This design comes from an exercise in tuning for small area and a short achievable clock period on the open sky130 flow, not from production work. At most, simulation tests tie the RTL to the original design; equivalence was not proved. Power figures rest on the tool's default switching activity, not on a simulated workload.

==> flow/design.v (excerpt) <==
module fir_filter (
    data_in, data_out, clk, rst
);
    output [17:0] data_out;
    input  [7:0]  data_in;
    input         clk, rst;
    wire [7:0] d = data_in;
    reg  [7:0]  x1n;
    reg  [7:0]  x2;
    reg  [7:0]  x3n;
    reg  [7:0]  x4;
    reg  [7:0]  x5n;
    reg  [7:0]  x6;
    reg  [7:0]  x7n;
    reg  [17:0] s;
    wire p1, p2;
    fa u_p1 (.a(x2[0]), .b(x4[0]), .c(x6[0]), .s(p1), .co(p2));
    wire p3, p4;
    fa u_p3 (.a(~x7n[0]), .b(p1), .c(d[0]), .s(p3), .co(p4));
    wire p5, p6;
    fa u_p5 (.a(x2[1]), .b(x4[1]), .c(x6[1]), .s(p5), .co(p6));
    wire p7, p8;
    fa u_p7 (.a(~x7n[1]), .b(p2), .c(p5), .s(p7), .co(p8));
    wire p9, p10;
    fa u_p9 (.a(p7), .b(d[1]), .c(p4), .s(p9), .co(p10));
    wire p11, p12;
    fa u_p11 (.a(x2[2]), .b(x4[2]), .c(x6[2]), .s(p11), .co(p12));
    wire p13, p14;
    fa u_p13 (.a(~x7n[2]), .b(p6), .c(p11), .s(p13), .co(p14));
    wire p15, p16;
    fa u_p15 (.a(p8), .b(p13), .c(d[2]), .s(p15), .co(p16));
    wire p17, p18;
  ...
Size: about 74 flip-flops.
clock: 11.0 ns
lec_check: 0
cap_margin: 20
core_margin: 2
core_utilization: 65
setup_slack_margin: 3.5
slew_margin: 20
synth_hierarchical: 1
standard.sh (not shown) runs the stock make flow with config.mk's settings and CLKGATE_MAP_FILE= SYNTH_SCRIPT=/design/flow/synth_recipe.tcl, a recipe that flattens the netlist after the stock synthesis.
==> flow/flow/run.sh <==
#!/bin/bash
# Layout flow: the standard ORFS flow (standard.sh, unchanged synthesis),
# with two layout settings changed:
#  - ports are buffered with the smallest buffer (repair_timing upsizes the
#    ones on critical paths) instead of the delay cell buffer_ports picks;
#  - clock tree synthesis without dummy loads.
# Each tool's output is in this folder's orfs/logs; the make output is in
# flow.log.
set -euo pipefail
export BUFFER_PORTS_ARGS="-buffer_cell sky130_fd_sc_hd__buf_1"
export CTS_ARGS="-sink_clustering_enable -repair_clock_nets -dont_use_dummy_load -buf_list {sky130_fd_sc_hd__clkbuf_8}"
bash standard.sh finish > flow.log 2>&1
Next try:
--- a/flow/flow/run.sh
+++ b/flow/flow/run.sh
@@ -10,3 +10,3 @@
 export BUFFER_PORTS_ARGS="-buffer_cell sky130_fd_sc_hd__buf_1"
-export CTS_ARGS="-sink_clustering_enable -repair_clock_nets -dont_use_dummy_load -buf_list {sky130_fd_sc_hd__clkbuf_8}"
+export CTS_ARGS="-sink_clustering_enable -repair_clock_nets -dont_use_dummy_load -sink_clustering_size 80 -sink_clustering_max_diameter 400 -buf_list {sky130_fd_sc_hd__clkbuf_16}"
 bash standard.sh finish > flow.log 2>&1
Clock-buffer cell count stays the same.
Design area goes up slightly.
Wire length goes up by a few percent.
Global-route usage goes up by 0.28 points.
No run of this note included a check of the RTL's function; only the layout flow was run.


== harbor ==
fir_filter, a different RTL version from the one above (not shown whole).
Size: ~510 cells after synthesis, ~28 I/O pins, about 5400 sq um of cells after synthesis.
// fir_filter
module fir_filter (
    data_in, data_out, clk, rst
);
    output [17:0] data_out;
    input  [7:0]  data_in;
    input         clk, rst;
    wire [7:0] d = data_in;
    reg  [7:0]  x1n;
    reg  [7:0]  x2;
    reg  [7:0]  x3n;
    reg  [7:0]  x4;
    reg  [7:0]  x5n;
    reg  [7:0]  x6;
    reg  [7:0]  x7;
    reg  [17:0] s;
    wire p1, p2;
    ha u_p1 (.a(x2[0]), .b(x4[0]), .s(p1), .co(p2));
    wire p3, p4;
    fa u_p3 (.a(x2[1]), .b(x4[1]), .c(x6[1]), .s(p3), .co(p4));
    wire p5, p6;
    fa u_p5 (.a(x2[2]), .b(x4[2]), .c(x6[2]), .s(p5), .co(p6));
    wire p7, p8;
    fa u_p7 (.a(x2[3]), .b(x4[3]), .c(x6[3]), .s(p7), .co(p8));
    wire p9, p10;
    fa u_p9 (.a(x2[4]), .b(x4[4]), .c(x6[4]), .s(p9), .co(p10));
    wire p11, p12;
    fa u_p11 (.a(x2[5]), .b(x4[5]), .c(x6[5]), .s(p11), .co(p12));
    wire p13, p14;
    fa u_p13 (.a(x2[6]), .b(x4[6]), .c(x6[6]), .s(p13), .co(p14));
    wire p15, p16;
    fa u_p15 (.a(x2[7]), .b(x4[7]), .c(x6[7]), .s(p15), .co(p16));
    wire p17, p18;
    ha u_p17 (.a(x6[0]), .b(x7[0]), .s(p17), .co(p18));
    wire p19, p20;
    fa u_p19 (.a(x7[1]), .b(p2), .c(p3), .s(p19), .co(p20));
    wire p21, p22;
    fa u_p21 (.a(x7[2]), .b(p5), .c(p4), .s(p21), .co(p22));
    wire p23, p24;
    fa u_p23 (.a(x7[3]), .b(p7), .c(p6), .s(p23), .co(p24));
    wire p25, p26;
    fa u_p25 (.a(x7[4]), .b(p9), .c(p8), .s(p25), .co(p26));
    wire p27, p28;
    fa u_p27 (.a(x7[5]), .b(p11), .c(p10), .s(p27), .co(p28));
    wire p29, p30;
    fa u_p29 (.a(x7[6]), .b(p13), .c(p12), .s(p29), .co(p30));
    wire p31, p32;
    fa u_p31 (.a(x7[7]), .b(p15), .c(p14), .s(p31), .co(p32));
    wire p33, p34;
    ha u_p33 (.a(p1), .b(p17), .s(p33), .co(p34));
    wire p35, p36;
    fa u_p35 (.a(p18), .b(p19), .c(d[1]), .s(p35), .co(p36));
    wire p37, p38;
    fa u_p37 (.a(p21), .b(p20), .c(d[2]), .s(p37), .co(p38));
    wire p39, p40;
    fa u_p39 (.a(p23), .b(p22), .c(d[3]), .s(p39), .co(p40));
    wire p41, p42;
    fa u_p41 (.a(p25), .b(p24), .c(d[4]), .s(p41), .co(p42));
    wire p43, p44;
  ...
Settings: LEC_CHECK=0, ABC_AREA=1, CAP_MARGIN=20, CORE_MARGIN=2, CORE_UTILIZATION=65, SETUP_SLACK_MARGIN=4.0, SLEW_MARGIN=20, SYNTH_HIERARCHICAL=1; clock period 11.0 ns.
==> flow/flow/run.sh <==
#!/bin/bash
# Layout flow: the standard ORFS flow (standard.sh, unchanged synthesis),
# with two layout settings changed:
#  - ports are buffered with the smallest buffer (repair_timing upsizes the
#    ones on critical paths) instead of the delay cell buffer_ports picks;
#  - clock tree synthesis without dummy loads.
# Each tool's output is in this folder's orfs/logs; the make output is in
# flow.log.
set -euo pipefail
export BUFFER_PORTS_ARGS="-buffer_cell sky130_fd_sc_hd__buf_1"
export CTS_ARGS="-sink_clustering_enable -repair_clock_nets -dont_use_dummy_load -buf_list {sky130_fd_sc_hd__clkbuf_8}"
bash standard.sh finish > flow.log 2>&1
harbor has completed all stages; timing, DRC and antenna checks passed.
The following lists how maple was set up differently from harbor:
diff --git a/flow/config.mk b/flow/config.mk
--- a/flow/config.mk
+++ b/flow/config.mk
@@ -6,9 +6,8 @@
 export NUM_CORES = 4
 export LEC_CHECK = 0
-export ABC_AREA = 1
 export CAP_MARGIN = 20
 export CORE_MARGIN = 2
-export CORE_UTILIZATION = 65
-export SETUP_SLACK_MARGIN = 4.0
+export CORE_UTILIZATION = 80
+export SETUP_SLACK_MARGIN = 3.5
 export SLEW_MARGIN = 20
 export SYNTH_HIERARCHICAL = 1
Notes after the runs:
Tightest slew margin relative to the limit delta (maple − harbor): unfavourable. Comparing harbor and maple, the lower proportion of synthesized chip area in sequential cells is on harbor. Synthesized cell count: maple vs harbor down 84. Depth of the worst register-to-register path: harbor and maple compared, lower one is maple.
What willow does differently from maple at the input level:
diff --git a/flow/flow/run.sh b/flow/flow/run.sh
--- a/flow/flow/run.sh
+++ b/flow/flow/run.sh
@@ -9,4 +9,4 @@
 set -euo pipefail
 export BUFFER_PORTS_ARGS="-buffer_cell sky130_fd_sc_hd__buf_1"
-export CTS_ARGS="-sink_clustering_enable -repair_clock_nets -dont_use_dummy_load -buf_list {sky130_fd_sc_hd__clkbuf_8}"
+export CTS_ARGS="-sink_clustering_enable -repair_clock_nets -dont_use_dummy_load -sink_clustering_levels 1 -sink_clustering_size 40 -sink_clustering_max_diameter 300 -buf_list {sky130_fd_sc_hd__clkbuf_8}"
 bash standard.sh finish > flow.log 2>&1
diff --git a/flow/config.mk b/flow/config.mk
--- a/flow/config.mk
+++ b/flow/config.mk
@@ -8,5 +8,5 @@
 export CAP_MARGIN = 20
 export CORE_MARGIN = 2
-export CORE_UTILIZATION = 80
+export CORE_UTILIZATION = 65
 export SETUP_SLACK_MARGIN = 3.5
 export SLEW_MARGIN = 20
==> summary.txt <==
Placed standard-cell area in willow is 31 sq um above maple.
willow: worst hold slack is 11 ps lower than what maple reported.
From maple to willow the numbers moved as follows: wire length reported by the detailed router down 3400 um; number of nets at the end of the flow down 11; ratio of total power to cell area down 11%.
For sierra, these inputs were changed with respect to willow:
diff --git a/flow/flow/run.sh b/flow/flow/run.sh
--- a/flow/flow/run.sh
+++ b/flow/flow/run.sh
@@ -9,4 +9,4 @@
 set -euo pipefail
 export BUFFER_PORTS_ARGS="-buffer_cell sky130_fd_sc_hd__buf_1"
-export CTS_ARGS="-sink_clustering_enable -repair_clock_nets -dont_use_dummy_load -sink_clustering_levels 1 -sink_clustering_size 40 -sink_clustering_max_diameter 300 -buf_list {sky130_fd_sc_hd__clkbuf_8}"
+export CTS_ARGS="-sink_clustering_enable -repair_clock_nets -dont_use_dummy_load -buf_list {sky130_fd_sc_hd__clkbuf_8}"
 bash standard.sh finish > flow.log 2>&1
diff --git a/flow/config.mk b/flow/config.mk
--- a/flow/config.mk
+++ b/flow/config.mk
@@ -8,5 +8,5 @@
 export CAP_MARGIN = 20
 export CORE_MARGIN = 2
-export CORE_UTILIZATION = 65
+export CORE_UTILIZATION = 50
 export SETUP_SLACK_MARGIN = 3.5
 export SLEW_MARGIN = 20
[summary]
- For fraction of the cycle the final worst path needs, sierra and willow come out practically identical.
- On combinational power: between sierra and willow, it ends up lower for willow.
- sierra vs. willow: setup slack decreased by 16 ps relative to the old numbers, detailed route wirelength on metal3 increased by 49 um relative to the old numbers, worst hold margin increased by 11 ps relative to the old numbers, fraction of power consumed by the clock network decreased by 0.3 points relative to the old numbers.
- In sierra relative to willow, count of fill cells added during filler insertion had gone up by more than half.
- Changes observed in sierra relative to willow: number of sequential storage elements about even, final area increased 89 sq um.

==> port drivers added, routing unchanged <==
The flow's constraints put no driver on any port. The routed layouts listed below were extracted and timed again, unchanged, in two steps.
Step 1 sets driving cells, clkbuf_16 on the clock port and buf_2 on the other inputs (assumed; they add their load-dependent delay and slew).
Step 2, shift: input delay + t, output delay - t, t = (earliest + latest rising clock arrival at the registers) / 2. This alone moves slack from input paths to output paths.
Slacks: ideal / step 1 / step 2; pairs: ideal / step 1.
run	t, ns	setup WS [ns]	worst slew at a driven data input, ns	pins driven straight from the clock port
the first run of note 1	0.369	3.390 / 3.377 / 3.007	0.06	1
the second run of note 1	0.356	3.423 / 3.410 / 3.053	0.06	1
harbor	0.360	4.032 / 3.982 / 3.721	0.06	1
maple	0.389	3.418 / 3.388 / 3.136	0.08	1
willow	0.367	3.638 / 3.598 / 3.292	0.05	1
sierra	0.383	3.622 / 3.593 / 3.316	0.04	1
After both steps every run listed still meets setup and hold. For the first run of note 1, which loses most, drivers alone change the setup slack by -0.013 ns; drivers and shift together by -0.383 ns.
